This design comes from an exercise in tuning for small area on the open sky130 flow, not from production work.
Only simulation tests tie the RTL to the original design; equivalence was not proved.

==> flow/design.v (outline; a module is shown in full before it is edited, if it fits) <==
// module dtmf: 344 lines
// module rca: 14 lines
// module rcs: 25 lines
// module red_eng: 235 lines
// module red_main: 147 lines
module dtmf
(
	input	wire			clk,
	input	wire			rst,
	input	wire			valid,
	input	wire	[11:0]	data,
	output	reg				newKey,
	output	wire	 [7:0]	theKey,
	output	reg				dtmf_valid,
	output	wire	 [3:0]	dtmf_data
);
  // ...
==> flow/flow/run.sh <==
#!/bin/bash
# The standard layout, with one netlist pass between synthesis and floorplan: full adders are
# flipped (a full adder with all inputs inverted has both outputs inverted) where that removes
# inverters around them.  Registers and the logic function are unchanged.
set -euo pipefail
R=orfs/results/sky130hd/dtmf/base
bash standard.sh synth > standard_synth.log 2>&1
cp "$R/1_2_yosys.v" 1_2_yosys_standard.v
if python3 flow/polfix.py 1_2_yosys_standard.v polfix_out.v > polfix.log 2>&1; then
  cp polfix_out.v "$R/1_2_yosys.v"
  rm -f "$R/1_synth.odb" "$R/1_synth.sdc"
fi
bash standard.sh > standard_layout.log 2>&1
==> flow/flow/polfix.py <==
#!/usr/bin/env python3
"""Remove inverters around full adders in a flat yosys netlist by flipping adders.

A full adder is self-dual: inverting its three inputs inverts both outputs.  Each fa cell gets
a polarity bit (greedy search); every input pin of every cell is then wired to its source signal
or to one shared inverter of it, whichever the polarities need.  Flip-flops and all other cells
keep their polarity, so the logic function of every flip-flop input and output port is unchanged.

usage: polfix.py in.v out.v
"""
import re, sys, collections

src = open(sys.argv[1]).read()
inst_re = re.compile(r'(?:\(\*[^)]*\*\)\s*)*(sky130_fd_sc_hd__\w+)\s+(\S+)\s*\(((?:\s*\.\w+\([^()]*\)\s*,?)*)\s*\);', re.S)
pin_re = re.compile(r'\.(\w+)\(([^()]*)\)')
OUT = {'X', 'Y', 'Q', 'Q_N', 'SUM', 'COUT', 'HI', 'LO'}

mod_start = src.index('module ')
end_idx = src.rindex('endmodule')
cells = []
for m in inst_re.finditer(src, mod_start, end_idx):
    pins = [(p, n.strip()) for p, n in pin_re.findall(m.group(3))]
    cells.append(dict(typ=m.group(1), name=m.group(2), pins=pins, span=m.span()))

if len(cells) != src.count('sky130_fd_sc_hd__'):
    raise SystemExit('polfix: parse mismatch %d vs %d' % (len(cells), src.count('sky130_fd_sc_hd__')))
ports = set()
for m in re.finditer(r'^\s*(input|output|inout)\s+(\[[^\]]*\]\s*)?([\w\\$.\[\]]+)\s*;', src, re.M):
    ports.add(m.group(3))
def isport(n):
    return re.sub(r'\s*\[\d+\]$', '', n) in ports

drv = {}
for i, c in enumerate(cells):
    for p, n in c['pins']:
        if p in OUT:
            drv[n] = i
def isinv(i):
    t = cells[i]['typ']
    return re.match(r'sky130_fd_sc_hd__(clk)?inv_\d+$', t) is not None
assign_nets = set()
for m in re.finditer(r'^\s*assign\s+(.*?)\s*=\s*(.*?)\s*;', src, re.M):
    for part in (m.group(1), m.group(2)):
        for n in re.findall(r'\\\S+|[A-Za-z_][\w$]*(?:\s*\[\d+\])?', part):
            assign_nets.add(n.strip())
def fixed_net(n):
    return isport(n) or n.strip() in assign_nets
removable = set()
for i, c in enumerate(cells):
    if isinv(i):
        d = dict(c['pins'])
        if not fixed_net(d['Y']):
            removable.add(i)

def esc(n):
    return n + ' ' if n.startswith('\\') else n

def root_of(n):
    par = 0
    seen = 0
    while n in drv and drv[n] in removable:
        n = dict(cells[drv[n]]['pins'])['A']
        par ^= 1
        seen += 1
        if seen > 100: raise SystemExit('inverter loop')
    return n, par

# load requirements: (cell index, pin position, root, parity)
reqs = []
for i, c in enumerate(cells):
    if i in removable: continue
    for k, (p, n) in enumerate(c['pins']):
        if p in OUT: continue
        r, par = root_of(n)
        reqs.append((i, k, r, par))
byroot = collections.defaultdict(list)
for q in reqs:
    byroot[q[2]].append(q)

fas = []
for i, c in enumerate(cells):
    if c['typ'] == 'sky130_fd_sc_hd__fa_1':
        nets = [n for p, n in c['pins']]
        if not any(fixed_net(n) for n in nets):
            fas.append(i)
pol = collections.defaultdict(int)

def ninv(r):
    dp = pol[drv[r]] if r in drv else 0
    need = set((par ^ dp ^ pol[i]) for i, k, rr, par in byroot[r])
    return 1 if 1 in need else 0

def roots_of_fa(i):
    rs = set()
    for p, n in cells[i]['pins']:
        if p in OUT: rs.add(n)
        else: rs.add(root_of(n)[0])
    return rs

before = sum(ninv(r) for r in byroot)
for it in range(20):
    changed = False
    for i in fas:
        rs = roots_of_fa(i)
        b = sum(ninv(r) for r in rs)
        pol[i] ^= 1
        a = sum(ninv(r) for r in rs)
        if a < b:
            changed = True
        else:
            pol[i] ^= 1
    if not changed: break
after = sum(ninv(r) for r in byroot)

# rebuild connections
invnet = {}
newcells = []
def inv_of(r):
    if r not in invnet:
        k = len(invnet)
        invnet[r] = 'polfix_n%d' % k
        newcells.append('  sky130_fd_sc_hd__inv_1 polfix_i%d (\n    .A(%s),\n    .Y(%s)\n  );\n' % (k, esc(r), invnet[r]))
    return invnet[r]
newpins = {i: list(c['pins']) for i, c in enumerate(cells)}
for i, k, r, par in reqs:
    dp = pol[drv[r]] if r in drv else 0
    need = par ^ dp ^ pol[i]
    p, _ = newpins[i][k]
    newpins[i][k] = (p, inv_of(r) if need else r)

out = []
pos = 0
for i, c in enumerate(cells):
    s, e = c['span']
    out.append(src[pos:s])
    if i not in removable:
        body = ',\n'.join('    .%s(%s)' % (p, esc(n)) for p, n in newpins[i])
        out.append('%s %s (\n%s\n  );' % (c['typ'], c['name'], body))
    pos = e
rest = src[pos:]
j = rest.rindex('endmodule')
decl = ''.join('  wire %s;\n' % n for n in invnet.values())
out.append(rest[:j] + decl + ''.join(newcells) + rest[j:])
open(sys.argv[2], 'w').write(''.join(out))
print('polfix: %d full adders, %d flipped; inverters %d -> %d (needed before flipping: %d)' %
      (len(fas), sum(pol[i] for i in fas), len(removable) + sum(1 for i in range(len(cells)) if isinv(i) and i not in removable) - 0,
       len(invnet) + sum(1 for i in range(len(cells)) if isinv(i) and i not in removable), before))
==> flow/standard.sh <==
#!/bin/bash
# synth_recipe.tcl (not shown) runs the flow's synth.tcl, then flattens the netlist and writes it again
# the make line also repeats each setting of config.mk as NAME=value (left out here)
make -C /OpenROAD-flow-scripts/flow DESIGN_CONFIG=/design/flow/config.mk WORK_HOME=/design/flow/orfs CLKGATE_MAP_FILE= SYNTH_SCRIPT=/design/flow/synth_recipe.tcl "${@:-finish}"
==> flow/config.mk <==
export PLATFORM = sky130hd
export DESIGN_NAME = dtmf
export DESIGN_NICKNAME = dtmf
export VERILOG_FILES = /design/flow/design.v
export SDC_FILE = /design/flow/constraint.sdc
export NUM_CORES = 4
export LEC_CHECK = 0
export ABC_AREA = 1
export CAP_MARGIN = 20
export CORE_MARGIN = 2
export CORE_UTILIZATION = 40
export CTS_BUF_LIST = sky130_fd_sc_hd__clkbuf_16
export CTS_CLUSTER_DIAMETER = 90
export CTS_CLUSTER_SIZE = 26
export SLEW_MARGIN = 20
==> flow/constraint.sdc <==
create_clock -name core_clock -period 20.0 [get_ports {clk}]
set_input_delay 4.0000 -clock core_clock [delete_from_list [all_inputs] [get_ports {clk}]]
set_output_delay 4.0000 -clock core_clock [all_outputs]
set_load 0.01 [all_outputs]
==> key figures, run 1 <==
Status
  – Status: finished clean

Final layout
  – Multi-input gate share of total cell area: 41.4%
  – Antenna cells: 0
  – Fin util: 43.9%
  – Multi-Input Combinational: 1359
  – Inverters, non-clock: 255
  – Num sequential: 521
  – Seq area share: 46.0%

Setup path
  – Crit. End Element: flip-flop
  – Worst setup endpoint: V[21]$_DFFE_PP_
  – FF-to-FF Start: ms[0]$_SDFF_PP0_
  – Reg-to-Reg End: V[21]$_DFFE_PP_

Placed design
  – Area after DPL: 24100 um^2
  – Inst Count DP: 2936

GRT
  – Largest net degree at the start of global routing: 76

Timing
  – Setup TNS: 0 ns
  – Hold WS: 0.313 ns
  – Slew headroom: 29.4%

Clocking
  – Num CTS Buffers: 26
  – Htree depth: 1
  – Setup Fix Bufs, Post-CTS: 0

Floorplanning
  – Core ar.: 56700 um^2
  – Row count: 87
  – Die height: 244 um

Worst hold path
  – Min-Delay Path Class: reg2reg
==> run 2, diff against run 1 <==
==> flow/flow/run.sh (replaced) <==
#!/bin/bash
# The standard layout with a netlist pass between synthesis and floorplan:
#  1. the combinational cells of the standard synthesis (all but flip-flops and adder cells) are
#     mapped again with two ABC scripts, and the smaller result is kept (flip-flops, their
#     names and cell types are checked unchanged);
#  2. full adders are flipped (all inputs and both outputs inverted) where that removes inverters.
set -euo pipefail
R=orfs/results/sky130hd/dtmf/base
LIB="$FLOW_HOME/platforms/$FLOW_PLATFORM/lib/sky130_fd_sc_hd__tt_025C_1v80.lib"
bash standard.sh synth > standard_synth.log 2>&1
cp "$R/1_2_yosys.v" 1_2_yosys_standard.v
cands=()
for S in mix2 deep; do
  sed "s#@LIB@#$LIB#g; s#@TOP@#$FLOW_TOP#; s#@SCRIPT@#flow/abc_$S.script#; s#@OUT@#remap_$S.v#; s#@STAT@#remap_$S.stat#" flow/remap.ys.in > remap_$S.ys
  if timeout 900 yosys -l remap_$S.log remap_$S.ys > /dev/null 2>&1; then
    cands+=(remap_$S.v remap_$S.stat)
  fi
done
CHOSEN=$(python3 flow/pick.py 1_2_yosys_standard.v "${cands[@]}" 2> pick.log)
echo "chosen: $CHOSEN" >> pick.log
if python3 flow/polfix.py "$CHOSEN" polfix_out.v > polfix.log 2>&1; then
  FINAL=polfix_out.v
else
  FINAL="$CHOSEN"
fi
echo "final: $FINAL" >> pick.log
if [[ "$FINAL" != 1_2_yosys_standard.v ]]; then
  cp "$FINAL" "$R/1_2_yosys.v"
  rm -f "$R/1_synth.odb" "$R/1_synth.sdc"
fi
bash standard.sh > standard_layout.log 2>&1
==> flow/flow/abc_deep.script (new file) <==
&get -n
&st
&deepsyn -T 20
&dch -f
&nf -a
&put
topo
dnsize -c
==> flow/flow/abc_mix2.script (new file) <==
&get -n
&st
&syn2
&syn2
&dch -f
&nf -a -R 1000
&put
topo
dnsize -c
==> flow/flow/pick.py (new file) <==
#!/usr/bin/env python3
"""pick.py standard.v cand1.v cand1.stat [cand2.v cand2.stat ...] -> prints the chosen netlist.
A candidate is used only if it has exactly the standard netlist's flip-flops (type and name)."""
import re, sys
def ffs(f):
    s = open(f).read()
    return sorted(re.findall(r'(sky130_fd_sc_hd__\w*df\w*)\s+(\S+)\s*\(', s))
std = sys.argv[1]
ref = ffs(std)
best, besta = std, None
args = sys.argv[2:]
for v, st in zip(args[0::2], args[1::2]):
    try:
        a = float(re.search(r'Chip area for module \S+: ([\d.]+)', open(st).read()).group(1))
        if ffs(v) != ref:
            print('skip %s: flip-flops differ' % v, file=sys.stderr); continue
        if re.search(r'\\\S*[:/]', open(v).read()):
            print('skip %s: bad names' % v, file=sys.stderr); continue
        print('%s: %.1f' % (v, a), file=sys.stderr)
        if besta is None or a < besta: best, besta = v, a
    except Exception as e:
        print('skip %s: %s' % (v, e), file=sys.stderr)
print(best)
==> flow/flow/remap.ys.in (new file) <==
read_liberty -lib @LIB@
read_verilog 1_2_yosys_standard.v
hierarchy -top @TOP@
techmap -map flow/unmap.v
techmap
opt -fast
abc -liberty @LIB@ -script @SCRIPT@ -dont_use sky130_fd_sc_hd__lpflow_bleeder_1 -dont_use sky130_fd_sc_hd__lpflow_clkbufkapwr_1 -dont_use sky130_fd_sc_hd__lpflow_clkbufkapwr_16 -dont_use sky130_fd_sc_hd__lpflow_clkbufkapwr_2 -dont_use sky130_fd_sc_hd__lpflow_clkbufkapwr_4 -dont_use sky130_fd_sc_hd__lpflow_clkbufkapwr_8 -dont_use sky130_fd_sc_hd__lpflow_clkinvkapwr_1 -dont_use sky130_fd_sc_hd__lpflow_clkinvkapwr_16 -dont_use sky130_fd_sc_hd__lpflow_clkinvkapwr_2 -dont_use sky130_fd_sc_hd__lpflow_clkinvkapwr_4 -dont_use sky130_fd_sc_hd__lpflow_clkinvkapwr_8 -dont_use sky130_fd_sc_hd__lpflow_decapkapwr_12 -dont_use sky130_fd_sc_hd__lpflow_decapkapwr_3 -dont_use sky130_fd_sc_hd__lpflow_decapkapwr_4 -dont_use sky130_fd_sc_hd__lpflow_decapkapwr_6 -dont_use sky130_fd_sc_hd__lpflow_decapkapwr_8 -dont_use sky130_fd_sc_hd__lpflow_inputiso0n_1 -dont_use sky130_fd_sc_hd__lpflow_inputiso0p_1 -dont_use sky130_fd_sc_hd__lpflow_inputiso1n_1 -dont_use sky130_fd_sc_hd__lpflow_inputiso1p_1 -dont_use sky130_fd_sc_hd__lpflow_inputisolatch_1 -dont_use sky130_fd_sc_hd__lpflow_isobufsrc_1 -dont_use sky130_fd_sc_hd__lpflow_isobufsrc_16 -dont_use sky130_fd_sc_hd__lpflow_isobufsrc_2 -dont_use sky130_fd_sc_hd__lpflow_isobufsrc_4 -dont_use sky130_fd_sc_hd__lpflow_isobufsrc_8 -dont_use sky130_fd_sc_hd__lpflow_isobufsrckapwr_16 -dont_use sky130_fd_sc_hd__lpflow_lsbuf_lh_hl_isowell_tap_1 -dont_use sky130_fd_sc_hd__lpflow_lsbuf_lh_hl_isowell_tap_2 -dont_use sky130_fd_sc_hd__lpflow_lsbuf_lh_hl_isowell_tap_4 -dont_use sky130_fd_sc_hd__lpflow_lsbuf_lh_isowell_4 -dont_use sky130_fd_sc_hd__lpflow_lsbuf_lh_isowell_tap_1 -dont_use sky130_fd_sc_hd__lpflow_lsbuf_lh_isowell_tap_2 -dont_use sky130_fd_sc_hd__lpflow_lsbuf_lh_isowell_tap_4 -dont_use sky130_fd_sc_hd__probe_p_8 -dont_use sky130_fd_sc_hd__probec_p_8 
opt_clean -purge
tee -o @STAT@ stat -liberty @LIB@
write_verilog -noattr -nohex -nodec @OUT@
==> flow/flow/unmap.v (new file) <==
(* techmap_celltype = "sky130_fd_sc_hd__a211oi_1" *)
module _tm_sky130_fd_sc_hd__a211oi_1 (A1, A2, B1, C1, Y);
input A1;
input A2;
input B1;
input C1;
output Y;
assign Y = (~A1&~B1&~C1) | (~A2&~B1&~C1);
endmodule

(* techmap_celltype = "sky130_fd_sc_hd__a21boi_0" *)
module _tm_sky130_fd_sc_hd__a21boi_0 (A1, A2, B1_N, Y);
input A1;
input A2;
input B1_N;
output Y;
assign Y = (~A1&B1_N) | (~A2&B1_N);
endmodule

(* techmap_celltype = "sky130_fd_sc_hd__a21oi_1" *)
module _tm_sky130_fd_sc_hd__a21oi_1 (A1, A2, B1, Y);
input A1;
input A2;
input B1;
output Y;
assign Y = (~A1&~B1) | (~A2&~B1);
endmodule

(* techmap_celltype = "sky130_fd_sc_hd__a21oi_2" *)
module _tm_sky130_fd_sc_hd__a21oi_2 (A1, A2, B1, Y);
input A1;
input A2;
input B1;
output Y;
assign Y = (~A1&~B1) | (~A2&~B1);
endmodule

(* techmap_celltype = "sky130_fd_sc_hd__a221oi_1" *)
module _tm_sky130_fd_sc_hd__a221oi_1 (A1, A2, B1, B2, C1, Y);
input A1;
input A2;
input B1;
input B2;
input C1;
output Y;
assign Y = (~A1&~B1&~C1) | (~A1&~B2&~C1) | (~A2&~B1&~C1) | (~A2&~B2&~C1);
endmodule

(* techmap_celltype = "sky130_fd_sc_hd__a221oi_2" *)
module _tm_sky130_fd_sc_hd__a221oi_2 (A1, A2, B1, B2, C1, Y);
input A1;
input A2;
input B1;
input B2;
input C1;
output Y;
assign Y = (~A1&~B1&~C1) | (~A1&~B2&~C1) | (~A2&~B1&~C1) | (~A2&~B2&~C1);
endmodule

(* techmap_celltype = "sky130_fd_sc_hd__a22o_1" *)
module _tm_sky130_fd_sc_hd__a22o_1 (A1, A2, B1, B2, X);
input A1;
input A2;
input B1;
input B2;
output X;
assign X = (B1&B2) | (A1&A2);
endmodule

(* techmap_celltype = "sky130_fd_sc_hd__a22oi_1" *)
module _tm_sky130_fd_sc_hd__a22oi_1 (A1, A2, B1, B2, Y);
input A1;
input A2;
input B1;
input B2;
output Y;
assign Y = (~A1&~B1) | (~A1&~B2) | (~A2&~B1) | (~A2&~B2);
endmodule

(* techmap_celltype = "sky130_fd_sc_hd__a311oi_1" *)
module _tm_sky130_fd_sc_hd__a311oi_1 (A1, A2, A3, B1, C1, Y);
input A1;
input A2;
input A3;
input B1;
input C1;
output Y;
assign Y = (~A1&~B1&~C1) | (~A2&~B1&~C1) | (~A3&~B1&~C1);
endmodule

(* techmap_celltype = "sky130_fd_sc_hd__a31oi_1" *)
module _tm_sky130_fd_sc_hd__a31oi_1 (A1, A2, A3, B1, Y);
input A1;
input A2;
input A3;
input B1;
output Y;
assign Y = (~A1&~B1) | (~A2&~B1) | (~A3&~B1);
endmodule

(* techmap_celltype = "sky130_fd_sc_hd__a41oi_1" *)
module _tm_sky130_fd_sc_hd__a41oi_1 (A1, A2, A3, A4, B1, Y);
input A1;
input A2;
input A3;
input A4;
input B1;
output Y;
assign Y = (~A1&~B1) | (~A2&~B1) | (~A3&~B1) | (~A4&~B1);
endmodule

(* techmap_celltype = "sky130_fd_sc_hd__and2_1" *)
module _tm_sky130_fd_sc_hd__and2_1 (A, B, X);
input A;
input B;
output X;
assign X = (A&B);
endmodule

(* techmap_celltype = "sky130_fd_sc_hd__and3_1" *)
module _tm_sky130_fd_sc_hd__and3_1 (A, B, C, X);
input A;
input B;
input C;
output X;
assign X = (A&B&C);
endmodule

(* techmap_celltype = "sky130_fd_sc_hd__buf_1" *)
module _tm_sky130_fd_sc_hd__buf_1 (A, X);
input A;
output X;
assign X = (A);
endmodule

(* techmap_celltype = "sky130_fd_sc_hd__buf_2" *)
module _tm_sky130_fd_sc_hd__buf_2 (A, X);
input A;
output X;
assign X = (A);
endmodule

(* techmap_celltype = "sky130_fd_sc_hd__buf_4" *)
module _tm_sky130_fd_sc_hd__buf_4 (A, X);
input A;
output X;
assign X = (A);
endmodule

(* techmap_celltype = "sky130_fd_sc_hd__clkbuf_1" *)
module _tm_sky130_fd_sc_hd__clkbuf_1 (A, X);
input A;
output X;
assign X = (A);
endmodule

(* techmap_celltype = "sky130_fd_sc_hd__clkinv_1" *)
module _tm_sky130_fd_sc_hd__clkinv_1 (A, Y);
input A;
output Y;
assign Y = (~A);
endmodule

(* techmap_celltype = "sky130_fd_sc_hd__clkinv_2" *)
module _tm_sky130_fd_sc_hd__clkinv_2 (A, Y);
input A;
output Y;
assign Y = (~A);
endmodule

(* techmap_celltype = "sky130_fd_sc_hd__inv_1" *)
module _tm_sky130_fd_sc_hd__inv_1 (A, Y);
input A;
output Y;
assign Y = (~A);
endmodule

(* techmap_celltype = "sky130_fd_sc_hd__inv_2" *)
module _tm_sky130_fd_sc_hd__inv_2 (A, Y);
input A;
output Y;
assign Y = (~A);
endmodule

(* techmap_celltype = "sky130_fd_sc_hd__mux2i_1" *)
module _tm_sky130_fd_sc_hd__mux2i_1 (A0, A1, S, Y);
input A0;
input A1;
input S;
output Y;
assign Y = (~A0&~S) | (~A1&S);
endmodule

(* techmap_celltype = "sky130_fd_sc_hd__nand2_1" *)
module _tm_sky130_fd_sc_hd__nand2_1 (A, B, Y);
input A;
input B;
output Y;
assign Y = (~A) | (~B);
endmodule

(* techmap_celltype = "sky130_fd_sc_hd__nand2_2" *)
module _tm_sky130_fd_sc_hd__nand2_2 (A, B, Y);
input A;
input B;
output Y;
assign Y = (~A) | (~B);
endmodule

(* techmap_celltype = "sky130_fd_sc_hd__nand3_1" *)
module _tm_sky130_fd_sc_hd__nand3_1 (A, B, C, Y);
input A;
input B;
input C;
output Y;
assign Y = (~A) | (~B) | (~C);
endmodule

(* techmap_celltype = "sky130_fd_sc_hd__nand3_2" *)
module _tm_sky130_fd_sc_hd__nand3_2 (A, B, C, Y);
input A;
input B;
input C;
output Y;
assign Y = (~A) | (~B) | (~C);
endmodule

(* techmap_celltype = "sky130_fd_sc_hd__nand3b_1" *)
module _tm_sky130_fd_sc_hd__nand3b_1 (A_N, B, C, Y);
input A_N;
input B;
input C;
output Y;
assign Y = (A_N) | (~B) | (~C);
endmodule

(* techmap_celltype = "sky130_fd_sc_hd__nand4_1" *)
module _tm_sky130_fd_sc_hd__nand4_1 (A, B, C, D, Y);
input A;
input B;
input C;
input D;
output Y;
assign Y = (~A) | (~B) | (~C) | (~D);
endmodule

(* techmap_celltype = "sky130_fd_sc_hd__nor2_1" *)
module _tm_sky130_fd_sc_hd__nor2_1 (A, B, Y);
input A;
input B;
output Y;
assign Y = (~A&~B);
endmodule

(* techmap_celltype = "sky130_fd_sc_hd__nor2_2" *)
module _tm_sky130_fd_sc_hd__nor2_2 (A, B, Y);
input A;
input B;
output Y;
assign Y = (~A&~B);
endmodule

(* techmap_celltype = "sky130_fd_sc_hd__nor2_4" *)
module _tm_sky130_fd_sc_hd__nor2_4 (A, B, Y);
input A;
input B;
output Y;
assign Y = (~A&~B);
endmodule

(* techmap_celltype = "sky130_fd_sc_hd__nor3_1" *)
module _tm_sky130_fd_sc_hd__nor3_1 (A, B, C, Y);
input A;
input B;
input C;
output Y;
assign Y = (~A&~B&~C);
endmodule

(* techmap_celltype = "sky130_fd_sc_hd__nor3b_1" *)
module _tm_sky130_fd_sc_hd__nor3b_1 (A, B, C_N, Y);
input A;
input B;
input C_N;
output Y;
assign Y = (~A&~B&C_N);
endmodule

(* techmap_celltype = "sky130_fd_sc_hd__nor4_1" *)
module _tm_sky130_fd_sc_hd__nor4_1 (A, B, C, D, Y);
input A;
input B;
input C;
input D;
output Y;
assign Y = (~A&~B&~C&~D);
endmodule

(* techmap_celltype = "sky130_fd_sc_hd__nor4_4" *)
module _tm_sky130_fd_sc_hd__nor4_4 (A, B, C, D, Y);
input A;
input B;
input C;
input D;
output Y;
assign Y = (~A&~B&~C&~D);
endmodule

(* techmap_celltype = "sky130_fd_sc_hd__o2111ai_1" *)
module _tm_sky130_fd_sc_hd__o2111ai_1 (A1, A2, B1, C1, D1, Y);
input A1;
input A2;
input B1;
input C1;
input D1;
output Y;
assign Y = (~A1&~A2) | (~B1) | (~C1) | (~D1);
endmodule

(* techmap_celltype = "sky130_fd_sc_hd__o211ai_1" *)
module _tm_sky130_fd_sc_hd__o211ai_1 (A1, A2, B1, C1, Y);
input A1;
input A2;
input B1;
input C1;
output Y;
assign Y = (~A1&~A2) | (~B1) | (~C1);
endmodule

(* techmap_celltype = "sky130_fd_sc_hd__o21ai_0" *)
module _tm_sky130_fd_sc_hd__o21ai_0 (A1, A2, B1, Y);
input A1;
input A2;
input B1;
output Y;
assign Y = (~A1&~A2) | (~B1);
endmodule

(* techmap_celltype = "sky130_fd_sc_hd__o21ai_1" *)
module _tm_sky130_fd_sc_hd__o21ai_1 (A1, A2, B1, Y);
input A1;
input A2;
input B1;
output Y;
assign Y = (~A1&~A2) | (~B1);
endmodule

(* techmap_celltype = "sky130_fd_sc_hd__o221ai_1" *)
module _tm_sky130_fd_sc_hd__o221ai_1 (A1, A2, B1, B2, C1, Y);
input A1;
input A2;
input B1;
input B2;
input C1;
output Y;
assign Y = (~B1&~B2) | (~A1&~A2) | (~C1);
endmodule

(* techmap_celltype = "sky130_fd_sc_hd__o22ai_1" *)
module _tm_sky130_fd_sc_hd__o22ai_1 (A1, A2, B1, B2, Y);
input A1;
input A2;
input B1;
input B2;
output Y;
assign Y = (~B1&~B2) | (~A1&~A2);
endmodule

(* techmap_celltype = "sky130_fd_sc_hd__o31ai_1" *)
module _tm_sky130_fd_sc_hd__o31ai_1 (A1, A2, A3, B1, Y);
input A1;
input A2;
input A3;
input B1;
output Y;
assign Y = (~A1&~A2&~A3) | (~B1);
endmodule

(* techmap_celltype = "sky130_fd_sc_hd__o32ai_1" *)
module _tm_sky130_fd_sc_hd__o32ai_1 (A1, A2, A3, B1, B2, Y);
input A1;
input A2;
input A3;
input B1;
input B2;
output Y;
assign Y = (~A1&~A2&~A3) | (~B1&~B2);
endmodule

(* techmap_celltype = "sky130_fd_sc_hd__o41ai_1" *)
module _tm_sky130_fd_sc_hd__o41ai_1 (A1, A2, A3, A4, B1, Y);
input A1;
input A2;
input A3;
input A4;
input B1;
output Y;
assign Y = (~A1&~A2&~A3&~A4) | (~B1);
endmodule

(* techmap_celltype = "sky130_fd_sc_hd__or2_1" *)
module _tm_sky130_fd_sc_hd__or2_1 (A, B, X);
input A;
input B;
output X;
assign X = (A) | (B);
endmodule

(* techmap_celltype = "sky130_fd_sc_hd__or2_2" *)
module _tm_sky130_fd_sc_hd__or2_2 (A, B, X);
input A;
input B;
output X;
assign X = (A) | (B);
endmodule

(* techmap_celltype = "sky130_fd_sc_hd__or2_4" *)
module _tm_sky130_fd_sc_hd__or2_4 (A, B, X);
input A;
input B;
output X;
assign X = (A) | (B);
endmodule

(* techmap_celltype = "sky130_fd_sc_hd__or4_1" *)
module _tm_sky130_fd_sc_hd__or4_1 (A, B, C, D, X);
input A;
input B;
input C;
input D;
output X;
assign X = (A) | (B) | (C) | (D);
endmodule

(* techmap_celltype = "sky130_fd_sc_hd__xnor2_1" *)
module _tm_sky130_fd_sc_hd__xnor2_1 (A, B, Y);
input A;
input B;
output Y;
assign Y = (~A&~B) | (A&B);
endmodule

(* techmap_celltype = "sky130_fd_sc_hd__xor2_1" *)
module _tm_sky130_fd_sc_hd__xor2_1 (A, B, X);
input A;
input B;
output X;
assign X = (A&~B) | (~A&B);
endmodule

(* techmap_celltype = "sky130_fd_sc_hd__xor2_2" *)
module _tm_sky130_fd_sc_hd__xor2_2 (A, B, X);
input A;
input B;
output X;
assign X = (A&~B) | (~A&B);
endmodule
==> run 2 against run 1 <==
Worst hold slack better by 0.011 ns. Final cell count is 12% lower. Count of clock-buffer cells in the layout increased by 3. Still clean. Fmax fell by 11%. Largest cell class unchanged. Worst setup slack lost 1.8 ns. Area after synthesis down 4.9%. Final area down 2.5%.
==> key figures, run 2 <==
Worst hold path
  – Hold path depth: 0 (unchanged)
  – Hold path start: q1s[22]$_DFF_P_ (was q1s[38]$_DFF_P_)
  – Min-Delay Path Class: reg2reg (unchanged)
  – Worst Hold Endpoint: q1s[17]$_DFF_P_ (was q1s[33]$_DFF_P_)

GRT
  – Total GRT Usage: 17.4% (was 17.6%)
  – Vias in the first global route: 13777 (was 15262)
  – Initial antenna violation count: 0 (unchanged)
  – Largest net degree at the start of global routing: 61 (was 76)
  – First-pass GRT wire length: 77800 um (was 83500 um)
  – Grt total ovfl: 0 (unchanged)

Yosys
  – Mapped cell area: 21900 um^2 (was 23000 um^2)
  – Syn. warnings: 1 (unchanged)
  – Post-Syn Area per Cell: 12.1 um^2 (was 10.4 um^2)
  – Syn Inst Count: 1810 (was 2217)
  – Syn Nets: 2080 (was 2487)

Floorplanning
  – Die W: 238 um (was 244 um)
  – Row count: 85 (was 87)
  – Die height: 238 um (was 244 um)
  – Core ar.: 54000 um^2 (was 56700 um^2)
  – Die ar.: 56700 um^2 (was 59600 um^2)
  – I/O pins: 29 (unchanged)
  – Initial Util: 40.6% (about the same)

Flow run
  – Max-cap violations: 0 (unchanged)

Clocking
  – CTS sink count: 521 (unchanged)
  – Setup Fix Bufs, Post-CTS: 0 (unchanged)
  – CTS tree: yes (unchanged)
  – Num CTS Buffers: 28 (was 26)
  – Worst-Skew Late Latency: 0.61 ns (about the same)
  – Clock slew at reported path FFs: 0.10 ns (about the same)
  – Clk buf depth: 3 (unchanged)
  – Post-CTS Hold Buffers: 0 (unchanged)
  – Htree depth: 1 (unchanged)
  – Resized cells post-CTS: 0 (unchanged)
  – Root Buffer Master: clkbuf_16 (unchanged)

Timing
  – Final Hold Vio Count: 0 (unchanged)
  – F_max: 0.0634 GHz (was 0.0714 GHz)
  – Final slew viol count: 0 (unchanged)
  – Unrepaired setup endpoints after global routing: false (unchanged)
  – Slew @ Worst Pin: 1.05 ns (about the same)
  – Final Setup Violations: 0 (unchanged)
  – Setup TNS: 0 ns (unchanged)
  – Hold WS: 0.323 ns (was 0.313 ns)
  – Final Skew: 0.0398 ns (was 0.0340 ns)
  – Fin crit share: 78.9% (was 70.0%)
  – Min Tclk post-route: 15.78 ns (was 14.00 ns)
  – Final worst setup slack: 4.22 ns (was 6.00 ns)
  – Slew headroom: 29.9% (was 29.4%)

Placed design
  – Worst slack, placed: 4.37 ns (was 5.79 ns)
  – GPL Wtd Cong: 0.871 (was 0.915)
  – Buffers on Ports: 27 (unchanged)
  – Hpwl dp: 35000 um (was 38700 um)

Route
  – Drt via density: 5.25 (was 5.07)
  – Post-route antenna net violation count: 0 (unchanged)
  – Drt pass-1 iters: 6 (was 5)
  – Final wirelength: 48500 um (was 51600 um)
  – WL per Instance: 18.6 um (was 17.3 um)
  – # DRC: 0 (unchanged)
  – DR iter-0 viols: 1076 (was 1110)
  – Via count: 13706 (was 15117)

Setup path
  – Req. time, crit path: 20.46 ns (was 20.45 ns)
  – Reg-to-Reg End: ACC[31]$_DFF_P_ (was V[21]$_DFFE_PP_)
  – CP max-delay cell: inv_1 (was clkinv_1)
  – Crit path kind: reg2reg (unchanged)
  – Reg2Reg Setup Slack: 4.22 ns (was 6.00 ns)
  – Worst-path fanout max: 32 (was 34)
  – Critical Path Most Common Cell: fa_1 (unchanged)
  – Worst Reg-to-Reg Cells: 50 (was 34)
  – Critical path's top delay family: adder cells (unchanged)
  – Critical path origin: ms[1]$_SDFF_PP0_ (was ms[0]$_SDFF_PP0_)
  – Nature of the critical path startpoint: flip-flop (unchanged)
  – Crit. End Element: flip-flop (unchanged)
  – FF-to-FF Start: ms[1]$_SDFF_PP0_ (was ms[0]$_SDFF_PP0_)
  – Critical Path Max Stage Delay: 0.79 ns (was 0.80 ns)
  – Buf+Inv Stages, Crit Path: 6 (was 3)
  – Worst Path Arrival: 16.24 ns (was 14.45 ns)

Status
  – Status: finished clean (unchanged)

Final layout
  – Final nets: 2168 (was 2479)
  – Largest Register: q2s (unchanged)
  – Multi-input gate area: 10100 um^2 (was 10300 um^2)
  – Largest regs: q2s x160, q1s x140 (unchanged)
  – Commonest non-fill, non-tap cell in the layout: dfxtp_1 (unchanged)
  – Register area: 11500 um^2 (unchanged)
  – Max reg flops: 160 (unchanged)
  – FILL cells: 4966 (was 5376)
  – Antenna cells: 0 (unchanged)
  – Layout cells sized above 1: 4.34% (was 4.00%)
  – Most frequent cells in the layout: dfxtp_1, nand2_1, fa_1 (was dfxtp_1, nand2_1, inv_1)
  – Area Overhead vs Synth: 10.8% (was 8.05%)
==> run 2: metrics by stage <==
| stage | std cells | area [um^2] | util, % |
|---|---|---|---|
| 6_report | 2610 | 24300 | 44.9 |
| 5_1_grt | 2610 | 24300 | 44.9 |
| 4_1_cts | 2610 | 24300 | 44.9 |
| 3_5_place_dp | 2564 | 23300 | 43.2 |
| 3_3_place_gp | 2564 | 23300 | 43.2 |
| 2_1_floorplan | 1810 | 21900 | - |
==> run 2: worst max-delay path by stage <==
stage	depth (start not counted)	to	slack [ns]
floorplan	47	ACC[31]$_DFF_P_	1.78
global placement	50	ACC[31]$_DFF_P_	4.53
detailed placement	50	ACC[31]$_DFF_P_	4.37
CTS	50	ACC[31]$_DFF_P_	4.24
global route	50	ACC[31]$_DFF_P_	3.11
finish	50	ACC[31]$_DFF_P_	4.22
==> run 2: final cells by class <==
class                           instances  area share [%]
Sequential cell                       521            47.2
Multi-Input combinational cell       1188            41.7
Tap cell                              696            3.59
Clock buffer                           29            2.99
Timing Repair Buffer                   58            2.07
Inverter                              101            1.56
Clock inverter                         17           0.892
==> run 2: per-layer routing <==
| layer | wire length [um] | track usage (%) |
|---|---|---|
| met5 | 0 | 0 |
| met4 | 1540 | 4.96 |
| met3 | 2980 | 2.48 |
| met2 | 22200 | 28.4 |
| met1 | 21800 | 24.2 |
==> run 3, diff against run 2 <==
==> flow/flow/run.sh (replaced) <==
#!/bin/bash
# The standard layout with a netlist pass between synthesis and floorplan:
#  1. the combinational cells of the standard synthesis (all but flip-flops and full adders; half
#     adders in some runs) are mapped again with a few ABC scripts, and the smallest result is
#     kept (flip-flops, their names and cell types are checked unchanged);
#  2. full adders are flipped (all inputs and both outputs inverted) where that removes inverters.
set -euo pipefail
R=orfs/results/sky130hd/dtmf/base
LIB="$FLOW_HOME/platforms/$FLOW_PLATFORM/lib/sky130_fd_sc_hd__tt_025C_1v80.lib"
bash standard.sh synth > standard_synth.log 2>&1
cp "$R/1_2_yosys.v" 1_2_yosys_standard.v
cands=()
for V in deep:unmap_ha mix2:unmap_ha deep:unmap; do
  S=${V%%:*}; U=${V##*:}; N=${S}_${U}
  sed "s#@LIB@#$LIB#g; s#@TOP@#$FLOW_TOP#; s#@UNMAP@#flow/$U.v#; s#@SCRIPT@#flow/abc_$S.script#; s#@OUT@#remap_$N.v#; s#@STAT@#remap_$N.stat#" flow/remap.ys.in > remap_$N.ys
  if timeout 900 yosys -l remap_$N.log remap_$N.ys > /dev/null 2>&1; then
    cands+=(remap_$N.v remap_$N.stat)
  fi
done
CHOSEN=$(python3 flow/pick.py 1_2_yosys_standard.v "${cands[@]}" 2> pick.log)
echo "chosen: $CHOSEN" >> pick.log
if python3 flow/polfix.py "$CHOSEN" polfix_out.v > polfix.log 2>&1; then
  FINAL=polfix_out.v
else
  FINAL="$CHOSEN"
fi
echo "final: $FINAL" >> pick.log
if [[ "$FINAL" != 1_2_yosys_standard.v ]]; then
  cp "$FINAL" "$R/1_2_yosys.v"
  rm -f "$R/1_synth.odb" "$R/1_synth.sdc"
fi
bash standard.sh > standard_layout.log 2>&1
==> flow/flow/remap.ys.in (replaced) <==
read_liberty -lib @LIB@
read_verilog 1_2_yosys_standard.v
hierarchy -top @TOP@
techmap -map @UNMAP@
techmap
opt -fast
abc -liberty @LIB@ -script @SCRIPT@ -dont_use sky130_fd_sc_hd__lpflow_bleeder_1 -dont_use sky130_fd_sc_hd__lpflow_clkbufkapwr_1 -dont_use sky130_fd_sc_hd__lpflow_clkbufkapwr_16 -dont_use sky130_fd_sc_hd__lpflow_clkbufkapwr_2 -dont_use sky130_fd_sc_hd__lpflow_clkbufkapwr_4 -dont_use sky130_fd_sc_hd__lpflow_clkbufkapwr_8 -dont_use sky130_fd_sc_hd__lpflow_clkinvkapwr_1 -dont_use sky130_fd_sc_hd__lpflow_clkinvkapwr_16 -dont_use sky130_fd_sc_hd__lpflow_clkinvkapwr_2 -dont_use sky130_fd_sc_hd__lpflow_clkinvkapwr_4 -dont_use sky130_fd_sc_hd__lpflow_clkinvkapwr_8 -dont_use sky130_fd_sc_hd__lpflow_decapkapwr_12 -dont_use sky130_fd_sc_hd__lpflow_decapkapwr_3 -dont_use sky130_fd_sc_hd__lpflow_decapkapwr_4 -dont_use sky130_fd_sc_hd__lpflow_decapkapwr_6 -dont_use sky130_fd_sc_hd__lpflow_decapkapwr_8 -dont_use sky130_fd_sc_hd__lpflow_inputiso0n_1 -dont_use sky130_fd_sc_hd__lpflow_inputiso0p_1 -dont_use sky130_fd_sc_hd__lpflow_inputiso1n_1 -dont_use sky130_fd_sc_hd__lpflow_inputiso1p_1 -dont_use sky130_fd_sc_hd__lpflow_inputisolatch_1 -dont_use sky130_fd_sc_hd__lpflow_isobufsrc_1 -dont_use sky130_fd_sc_hd__lpflow_isobufsrc_16 -dont_use sky130_fd_sc_hd__lpflow_isobufsrc_2 -dont_use sky130_fd_sc_hd__lpflow_isobufsrc_4 -dont_use sky130_fd_sc_hd__lpflow_isobufsrc_8 -dont_use sky130_fd_sc_hd__lpflow_isobufsrckapwr_16 -dont_use sky130_fd_sc_hd__lpflow_lsbuf_lh_hl_isowell_tap_1 -dont_use sky130_fd_sc_hd__lpflow_lsbuf_lh_hl_isowell_tap_2 -dont_use sky130_fd_sc_hd__lpflow_lsbuf_lh_hl_isowell_tap_4 -dont_use sky130_fd_sc_hd__lpflow_lsbuf_lh_isowell_4 -dont_use sky130_fd_sc_hd__lpflow_lsbuf_lh_isowell_tap_1 -dont_use sky130_fd_sc_hd__lpflow_lsbuf_lh_isowell_tap_2 -dont_use sky130_fd_sc_hd__lpflow_lsbuf_lh_isowell_tap_4 -dont_use sky130_fd_sc_hd__probe_p_8 -dont_use sky130_fd_sc_hd__probec_p_8 
setundef -zero
splitnets
opt_clean -purge
hilomap -singleton -hicell sky130_fd_sc_hd__conb_1 HI -locell sky130_fd_sc_hd__conb_1 LO
opt_clean -purge
tee -o @STAT@ stat -liberty @LIB@
write_verilog -noattr -nohex -nodec @OUT@
==> flow/flow/unmap_ha.v (new file) <==
(* techmap_celltype = "sky130_fd_sc_hd__a211oi_1" *)
module _tm_sky130_fd_sc_hd__a211oi_1 (A1, A2, B1, C1, Y);
input A1;
input A2;
input B1;
input C1;
output Y;
assign Y = (~A1&~B1&~C1) | (~A2&~B1&~C1);
endmodule

(* techmap_celltype = "sky130_fd_sc_hd__a21boi_0" *)
module _tm_sky130_fd_sc_hd__a21boi_0 (A1, A2, B1_N, Y);
input A1;
input A2;
input B1_N;
output Y;
assign Y = (~A1&B1_N) | (~A2&B1_N);
endmodule

(* techmap_celltype = "sky130_fd_sc_hd__a21oi_1" *)
module _tm_sky130_fd_sc_hd__a21oi_1 (A1, A2, B1, Y);
input A1;
input A2;
input B1;
output Y;
assign Y = (~A1&~B1) | (~A2&~B1);
endmodule

(* techmap_celltype = "sky130_fd_sc_hd__a21oi_2" *)
module _tm_sky130_fd_sc_hd__a21oi_2 (A1, A2, B1, Y);
input A1;
input A2;
input B1;
output Y;
assign Y = (~A1&~B1) | (~A2&~B1);
endmodule

(* techmap_celltype = "sky130_fd_sc_hd__a221oi_1" *)
module _tm_sky130_fd_sc_hd__a221oi_1 (A1, A2, B1, B2, C1, Y);
input A1;
input A2;
input B1;
input B2;
input C1;
output Y;
assign Y = (~A1&~B1&~C1) | (~A1&~B2&~C1) | (~A2&~B1&~C1) | (~A2&~B2&~C1);
endmodule

(* techmap_celltype = "sky130_fd_sc_hd__a221oi_2" *)
module _tm_sky130_fd_sc_hd__a221oi_2 (A1, A2, B1, B2, C1, Y);
input A1;
input A2;
input B1;
input B2;
input C1;
output Y;
assign Y = (~A1&~B1&~C1) | (~A1&~B2&~C1) | (~A2&~B1&~C1) | (~A2&~B2&~C1);
endmodule

(* techmap_celltype = "sky130_fd_sc_hd__a22o_1" *)
module _tm_sky130_fd_sc_hd__a22o_1 (A1, A2, B1, B2, X);
input A1;
input A2;
input B1;
input B2;
output X;
assign X = (B1&B2) | (A1&A2);
endmodule

(* techmap_celltype = "sky130_fd_sc_hd__a22oi_1" *)
module _tm_sky130_fd_sc_hd__a22oi_1 (A1, A2, B1, B2, Y);
input A1;
input A2;
input B1;
input B2;
output Y;
assign Y = (~A1&~B1) | (~A1&~B2) | (~A2&~B1) | (~A2&~B2);
endmodule

(* techmap_celltype = "sky130_fd_sc_hd__a311oi_1" *)
module _tm_sky130_fd_sc_hd__a311oi_1 (A1, A2, A3, B1, C1, Y);
input A1;
input A2;
input A3;
input B1;
input C1;
output Y;
assign Y = (~A1&~B1&~C1) | (~A2&~B1&~C1) | (~A3&~B1&~C1);
endmodule

(* techmap_celltype = "sky130_fd_sc_hd__a31oi_1" *)
module _tm_sky130_fd_sc_hd__a31oi_1 (A1, A2, A3, B1, Y);
input A1;
input A2;
input A3;
input B1;
output Y;
assign Y = (~A1&~B1) | (~A2&~B1) | (~A3&~B1);
endmodule

(* techmap_celltype = "sky130_fd_sc_hd__a41oi_1" *)
module _tm_sky130_fd_sc_hd__a41oi_1 (A1, A2, A3, A4, B1, Y);
input A1;
input A2;
input A3;
input A4;
input B1;
output Y;
assign Y = (~A1&~B1) | (~A2&~B1) | (~A3&~B1) | (~A4&~B1);
endmodule

(* techmap_celltype = "sky130_fd_sc_hd__and2_1" *)
module _tm_sky130_fd_sc_hd__and2_1 (A, B, X);
input A;
input B;
output X;
assign X = (A&B);
endmodule

(* techmap_celltype = "sky130_fd_sc_hd__and3_1" *)
module _tm_sky130_fd_sc_hd__and3_1 (A, B, C, X);
input A;
input B;
input C;
output X;
assign X = (A&B&C);
endmodule

(* techmap_celltype = "sky130_fd_sc_hd__buf_1" *)
module _tm_sky130_fd_sc_hd__buf_1 (A, X);
input A;
output X;
assign X = (A);
endmodule

(* techmap_celltype = "sky130_fd_sc_hd__buf_2" *)
module _tm_sky130_fd_sc_hd__buf_2 (A, X);
input A;
output X;
assign X = (A);
endmodule

(* techmap_celltype = "sky130_fd_sc_hd__buf_4" *)
module _tm_sky130_fd_sc_hd__buf_4 (A, X);
input A;
output X;
assign X = (A);
endmodule

(* techmap_celltype = "sky130_fd_sc_hd__clkbuf_1" *)
module _tm_sky130_fd_sc_hd__clkbuf_1 (A, X);
input A;
output X;
assign X = (A);
endmodule

(* techmap_celltype = "sky130_fd_sc_hd__clkinv_1" *)
module _tm_sky130_fd_sc_hd__clkinv_1 (A, Y);
input A;
output Y;
assign Y = (~A);
endmodule

(* techmap_celltype = "sky130_fd_sc_hd__clkinv_2" *)
module _tm_sky130_fd_sc_hd__clkinv_2 (A, Y);
input A;
output Y;
assign Y = (~A);
endmodule

(* techmap_celltype = "sky130_fd_sc_hd__inv_1" *)
module _tm_sky130_fd_sc_hd__inv_1 (A, Y);
input A;
output Y;
assign Y = (~A);
endmodule

(* techmap_celltype = "sky130_fd_sc_hd__inv_2" *)
module _tm_sky130_fd_sc_hd__inv_2 (A, Y);
input A;
output Y;
assign Y = (~A);
endmodule

(* techmap_celltype = "sky130_fd_sc_hd__mux2i_1" *)
module _tm_sky130_fd_sc_hd__mux2i_1 (A0, A1, S, Y);
input A0;
input A1;
input S;
output Y;
assign Y = (~A0&~S) | (~A1&S);
endmodule

(* techmap_celltype = "sky130_fd_sc_hd__nand2_1" *)
module _tm_sky130_fd_sc_hd__nand2_1 (A, B, Y);
input A;
input B;
output Y;
assign Y = (~A) | (~B);
endmodule

(* techmap_celltype = "sky130_fd_sc_hd__nand2_2" *)
module _tm_sky130_fd_sc_hd__nand2_2 (A, B, Y);
input A;
input B;
output Y;
assign Y = (~A) | (~B);
endmodule

(* techmap_celltype = "sky130_fd_sc_hd__nand3_1" *)
module _tm_sky130_fd_sc_hd__nand3_1 (A, B, C, Y);
input A;
input B;
input C;
output Y;
assign Y = (~A) | (~B) | (~C);
endmodule

(* techmap_celltype = "sky130_fd_sc_hd__nand3_2" *)
module _tm_sky130_fd_sc_hd__nand3_2 (A, B, C, Y);
input A;
input B;
input C;
output Y;
assign Y = (~A) | (~B) | (~C);
endmodule

(* techmap_celltype = "sky130_fd_sc_hd__nand3b_1" *)
module _tm_sky130_fd_sc_hd__nand3b_1 (A_N, B, C, Y);
input A_N;
input B;
input C;
output Y;
assign Y = (A_N) | (~B) | (~C);
endmodule

(* techmap_celltype = "sky130_fd_sc_hd__nand4_1" *)
module _tm_sky130_fd_sc_hd__nand4_1 (A, B, C, D, Y);
input A;
input B;
input C;
input D;
output Y;
assign Y = (~A) | (~B) | (~C) | (~D);
endmodule

(* techmap_celltype = "sky130_fd_sc_hd__nor2_1" *)
module _tm_sky130_fd_sc_hd__nor2_1 (A, B, Y);
input A;
input B;
output Y;
assign Y = (~A&~B);
endmodule

(* techmap_celltype = "sky130_fd_sc_hd__nor2_2" *)
module _tm_sky130_fd_sc_hd__nor2_2 (A, B, Y);
input A;
input B;
output Y;
assign Y = (~A&~B);
endmodule

(* techmap_celltype = "sky130_fd_sc_hd__nor2_4" *)
module _tm_sky130_fd_sc_hd__nor2_4 (A, B, Y);
input A;
input B;
output Y;
assign Y = (~A&~B);
endmodule

(* techmap_celltype = "sky130_fd_sc_hd__nor3_1" *)
module _tm_sky130_fd_sc_hd__nor3_1 (A, B, C, Y);
input A;
input B;
input C;
output Y;
assign Y = (~A&~B&~C);
endmodule

(* techmap_celltype = "sky130_fd_sc_hd__nor3b_1" *)
module _tm_sky130_fd_sc_hd__nor3b_1 (A, B, C_N, Y);
input A;
input B;
input C_N;
output Y;
assign Y = (~A&~B&C_N);
endmodule

(* techmap_celltype = "sky130_fd_sc_hd__nor4_1" *)
module _tm_sky130_fd_sc_hd__nor4_1 (A, B, C, D, Y);
input A;
input B;
input C;
input D;
output Y;
assign Y = (~A&~B&~C&~D);
endmodule

(* techmap_celltype = "sky130_fd_sc_hd__nor4_4" *)
module _tm_sky130_fd_sc_hd__nor4_4 (A, B, C, D, Y);
input A;
input B;
input C;
input D;
output Y;
assign Y = (~A&~B&~C&~D);
endmodule

(* techmap_celltype = "sky130_fd_sc_hd__o2111ai_1" *)
module _tm_sky130_fd_sc_hd__o2111ai_1 (A1, A2, B1, C1, D1, Y);
input A1;
input A2;
input B1;
input C1;
input D1;
output Y;
assign Y = (~A1&~A2) | (~B1) | (~C1) | (~D1);
endmodule

(* techmap_celltype = "sky130_fd_sc_hd__o211ai_1" *)
module _tm_sky130_fd_sc_hd__o211ai_1 (A1, A2, B1, C1, Y);
input A1;
input A2;
input B1;
input C1;
output Y;
assign Y = (~A1&~A2) | (~B1) | (~C1);
endmodule

(* techmap_celltype = "sky130_fd_sc_hd__o21ai_0" *)
module _tm_sky130_fd_sc_hd__o21ai_0 (A1, A2, B1, Y);
input A1;
input A2;
input B1;
output Y;
assign Y = (~A1&~A2) | (~B1);
endmodule

(* techmap_celltype = "sky130_fd_sc_hd__o21ai_1" *)
module _tm_sky130_fd_sc_hd__o21ai_1 (A1, A2, B1, Y);
input A1;
input A2;
input B1;
output Y;
assign Y = (~A1&~A2) | (~B1);
endmodule

(* techmap_celltype = "sky130_fd_sc_hd__o221ai_1" *)
module _tm_sky130_fd_sc_hd__o221ai_1 (A1, A2, B1, B2, C1, Y);
input A1;
input A2;
input B1;
input B2;
input C1;
output Y;
assign Y = (~B1&~B2) | (~A1&~A2) | (~C1);
endmodule

(* techmap_celltype = "sky130_fd_sc_hd__o22ai_1" *)
module _tm_sky130_fd_sc_hd__o22ai_1 (A1, A2, B1, B2, Y);
input A1;
input A2;
input B1;
input B2;
output Y;
assign Y = (~B1&~B2) | (~A1&~A2);
endmodule

(* techmap_celltype = "sky130_fd_sc_hd__o31ai_1" *)
module _tm_sky130_fd_sc_hd__o31ai_1 (A1, A2, A3, B1, Y);
input A1;
input A2;
input A3;
input B1;
output Y;
assign Y = (~A1&~A2&~A3) | (~B1);
endmodule

(* techmap_celltype = "sky130_fd_sc_hd__o32ai_1" *)
module _tm_sky130_fd_sc_hd__o32ai_1 (A1, A2, A3, B1, B2, Y);
input A1;
input A2;
input A3;
input B1;
input B2;
output Y;
assign Y = (~A1&~A2&~A3) | (~B1&~B2);
endmodule

(* techmap_celltype = "sky130_fd_sc_hd__o41ai_1" *)
module _tm_sky130_fd_sc_hd__o41ai_1 (A1, A2, A3, A4, B1, Y);
input A1;
input A2;
input A3;
input A4;
input B1;
output Y;
assign Y = (~A1&~A2&~A3&~A4) | (~B1);
endmodule

(* techmap_celltype = "sky130_fd_sc_hd__or2_1" *)
module _tm_sky130_fd_sc_hd__or2_1 (A, B, X);
input A;
input B;
output X;
assign X = (A) | (B);
endmodule

(* techmap_celltype = "sky130_fd_sc_hd__or2_2" *)
module _tm_sky130_fd_sc_hd__or2_2 (A, B, X);
input A;
input B;
output X;
assign X = (A) | (B);
endmodule

(* techmap_celltype = "sky130_fd_sc_hd__or2_4" *)
module _tm_sky130_fd_sc_hd__or2_4 (A, B, X);
input A;
input B;
output X;
assign X = (A) | (B);
endmodule

(* techmap_celltype = "sky130_fd_sc_hd__or4_1" *)
module _tm_sky130_fd_sc_hd__or4_1 (A, B, C, D, X);
input A;
input B;
input C;
input D;
output X;
assign X = (A) | (B) | (C) | (D);
endmodule

(* techmap_celltype = "sky130_fd_sc_hd__xnor2_1" *)
module _tm_sky130_fd_sc_hd__xnor2_1 (A, B, Y);
input A;
input B;
output Y;
assign Y = (~A&~B) | (A&B);
endmodule

(* techmap_celltype = "sky130_fd_sc_hd__xor2_1" *)
module _tm_sky130_fd_sc_hd__xor2_1 (A, B, X);
input A;
input B;
output X;
assign X = (A&~B) | (~A&B);
endmodule

(* techmap_celltype = "sky130_fd_sc_hd__xor2_2" *)
module _tm_sky130_fd_sc_hd__xor2_2 (A, B, X);
input A;
input B;
output X;
assign X = (A&~B) | (~A&B);
endmodule
(* techmap_celltype = "sky130_fd_sc_hd__ha_1" *)
module _tm_sky130_fd_sc_hd__ha_1 (A, B, COUT, SUM);
input A;
input B;
output COUT;
output SUM;
assign COUT = A & B;
assign SUM = A ^ B;
endmodule
==> run 3 against run 2 <==
Still clean. Synthesized cell count fell by 1.3%. Sequential share of layout area rose by 1.3 points. Worst hold slack improved by 0.0025 ns. Area after synthesis fell by 2.4%. Routed wire length rose by 2.2%. Largest cell class unchanged.
==> key figures, run 3 <==
Setup path
  – CP max-delay cell: nor2_1 (was inv_1)
  – Critical Path Most Common Cell: fa_1 (unchanged)
  – Reg2Reg Setup Slack: 4.69 ns (was 4.22 ns)
  – Buf+Inv Stages, Crit Path: 6 (unchanged)
  – Reg-to-Reg End: ACC[32]$_DFF_P_ (was ACC[31]$_DFF_P_)
  – Crit path kind: reg2reg (unchanged)
  – Worst Reg-to-Reg Cells: 45 (was 50)
  – FF-to-FF Start: ms[2]$_SDFF_PP0_ (was ms[1]$_SDFF_PP0_)
  – Critical Path Max Stage Delay: 0.58 ns (was 0.79 ns)
  – Crit. End Element: flip-flop (unchanged)
  – Req. time, crit path: 20.54 ns (was 20.46 ns)
  – Worst-path fanout max: 50 (was 32)
  – Nature of the critical path startpoint: flip-flop (unchanged)
  – Worst Path Arrival: 15.85 ns (was 16.24 ns)
  – Critical path's top delay family: adder cells (unchanged)

Route
  – Final wirelength: 49600 um (was 48500 um)
  – Via count: 13476 (was 13706)
  – Drt via density: 5.24 (was 5.25)
  – DR iter-0 viols: 1068 (was 1076)
  – WL per Instance: 19.3 um (was 18.6 um)
  – Post-route antenna net violation count: 0 (unchanged)
  – Drt pass-1 iters: 5 (was 6)
  – # DRC: 0 (unchanged)

Final layout
  – Largest Register: q2s (unchanged)
  – Final nets: 2046 (was 2168)
  – Fin util: 44.7% (was 44.9%)
  – Area Overhead vs Synth: 10.4% (was 10.8%)
  – FILL cells: 4954 (was 4966)
  – Largest regs: q2s x160, q1s x140 (unchanged)
  – Layout cells sized above 1: 3.83% (was 4.34%)
  – Commonest non-fill, non-tap cell in the layout: dfxtp_1 (unchanged)
  – Most frequent cells in the layout: dfxtp_1, fa_1, nand2_1 (was dfxtp_1, nand2_1, fa_1)
  – Max reg flops: 160 (unchanged)

Clocking
  – Clk buf depth: 3 (unchanged)
  – Post-CTS Hold Buffers: 0 (unchanged)
  – Htree depth: 1 (unchanged)
  – CTS sink count: 521 (unchanged)
  – Root Buffer Master: clkbuf_16 (unchanged)
  – Setup Fix Bufs, Post-CTS: 0 (unchanged)
  – Num CTS Buffers: 26 (was 28)
  – Worst-Skew Late Latency: 0.60 ns (was 0.61 ns)
  – Clock slew at reported path FFs: 0.10 ns (about the same)
  – CTS tree: yes (unchanged)
  – Resized cells post-CTS: 0 (unchanged)

Placed design
  – Hpwl dp: 36200 um (was 35000 um)
  – Worst slack, placed: 4.67 ns (was 4.37 ns)
  – Buffers on Ports: 27 (unchanged)
  – GPL Wtd Cong: 0.901 (was 0.871)

Floorplanning
  – Row count: 84 (was 85)
  – Core ar.: 52800 um^2 (was 54000 um^2)
  – Die ar.: 55300 um^2 (was 56700 um^2)
  – Initial Util: 40.5% (was 40.6%)
  – I/O pins: 29 (unchanged)
  – Die height: 235 um (was 238 um)
  – Die W: 235 um (was 238 um)

Timing
  – Unrepaired setup endpoints after global routing: false (unchanged)
  – Final worst setup slack: 4.69 ns (was 4.22 ns)
  – Slew @ Worst Pin: 1.02 ns (was 1.05 ns)
  – Final Skew: 0.0176 ns (was 0.0398 ns)
  – F_max: 0.0653 GHz (was 0.0634 GHz)
  – Setup TNS: 0 ns (unchanged)
  – Final Setup Violations: 0 (unchanged)
  – Final Hold Vio Count: 0 (unchanged)
  – Slew headroom: 32.2% (was 29.9%)
  – Min Tclk post-route: 15.31 ns (was 15.78 ns)
  – Fin crit share: 76.6% (was 78.9%)
  – Final slew viol count: 0 (unchanged)
  – Hold WS: 0.326 ns (was 0.323 ns)

GRT
  – Grt total ovfl: 0 (unchanged)
  – Vias in the first global route: 13442 (was 13777)
  – First-pass GRT wire length: 78100 um (was 77800 um)
  – Total GRT Usage: 18.0% (was 17.4%)
  – Initial antenna violation count: 0 (unchanged)
  – Largest net degree at the start of global routing: 51 (was 61)

Yosys
  – Syn Inst Count: 1786 (was 1810)
  – Syn Nets: 1964 (was 2080)
  – Syn. warnings: 1 (unchanged)
  – Mapped cell area: 21400 um^2 (was 21900 um^2)
  – Post-Syn Area per Cell: 12.0 um^2 (was 12.1 um^2)

Worst hold path
  – Worst Hold Endpoint: q1s[18]$_DFF_P_ (was q1s[17]$_DFF_P_)
  – Hold path depth: 0 (unchanged)
  – Min-Delay Path Class: reg2reg (unchanged)
  – Hold path start: q1s[23]$_DFF_P_ (was q1s[22]$_DFF_P_)

Status
  – Status: finished clean (unchanged)

Flow run
  – Max-cap violations: 0 (unchanged)
==> run 3: per-stage QoR <==
step | instances | instance area, um^2
2_1_floorplan | 1786 | 21400
3_3_place_gp | 2527 | 22800
3_5_place_dp | 2527 | 22800
4_1_cts | 2569 | 23600
5_1_grt | 2570 | 23600
6_report | 2571 | 23600
==> run 3: worst max-delay path by stage <==
| stage | depth (start not counted) | slack (ns) | from | to |
|---|---|---|---|---|
| after floorplan | 43 | 0.12 | ms[2]$_SDFF_PP0_ | ACC[32]$_DFF_P_ |
| after global placement | 46 | 4.92 | ms[2]$_SDFF_PP0_ | ACC[32]$_DFF_P_ |
| after detailed placement | 46 | 4.67 | ms[2]$_SDFF_PP0_ | ACC[32]$_DFF_P_ |
| after CTS | 45 | 4.66 | ms[2]$_SDFF_PP0_ | ACC[32]$_DFF_P_ |
| after global routing | 45 | 3.69 | ms[2]$_SDFF_PP0_ | ACC[32]$_DFF_P_ |
| final | 45 | 4.69 | ms[2]$_SDFF_PP0_ | ACC[32]$_DFF_P_ |
==> run 3: area by class of cell <==
type	instances	area [um^2]	share of cell area (%)
sequential	521	11500	48.5
multi-input combinational	1155	9590	40.6
tap	688	861	3.65
clock buffer	26	651	2.76
timing repair buffer	54	485	2.06
inverter	110	413	1.75
clock inverter	16	151	0.641
antenna	1	2.50	0.0106
==> run 3: worst register-to-register path, delay by kind of cell (launching register included) <==
family | cells | cell delay (ns)
adders and majority gates | 20 | 8.73
AOI/OAI and AO/OA | 14 | 3.36
buffers and inverters | 6 | 1.63
and+or+nand+nor | 4 | 1.03
DFF | 1 | 0.33
xor gates and xnor gates | 1 | 0.17
==> run 3: metal layers <==
| layer | part of all wire (%) | vias up | wire length, um | GRT usage [%] |
|---|---|---|---|---|
| met1 | 45 | 6659 | 22200 | 25.0 |
| met2 | 46 | 440 | 22900 | 29.1 |
| met4 | 3.4 | 0 | 1680 | 5.54 |
| met5 | 0 | - | 0 | 0 |
| li1 | - | 6296 | - | - |
| met3 | 5.8 | 81 | 2860 | 2.67 |

[what the ideal ports hide]
How much do the figures lean on ideal ports? The routed layouts below were timed once more, with nothing changed but the port constraints.
Step 1 sets driving cells, clkbuf_16 on the clock port and buf_2 on the other inputs (assumed; they add their load-dependent delay and slew).
Step 2, shift: input delay + t, output delay - t, t = (earliest + latest rising clock arrival at the registers) / 2. This alone moves slack from input paths to output paths.
a / b / c = ideal ports / drivers / drivers and shift; a / b = the first two.
run | t, ns | setup WS [ns] | worst hold slack (ns) | worst data-port slew with drivers (ns)
run 1 | 0.649 | 6.000 / 6.000 / 6.000 | 0.313 / 0.313 / 0.313 | 0.03
run 2 | 0.651 | 4.220 / 4.220 / 4.220 | 0.323 / 0.323 / 0.323 | 0.05
run 3 | 0.641 | 4.690 / 4.690 / 4.690 | 0.326 / 0.326 / 0.326 | 0.04
After both steps setup and hold are still met in every run listed.
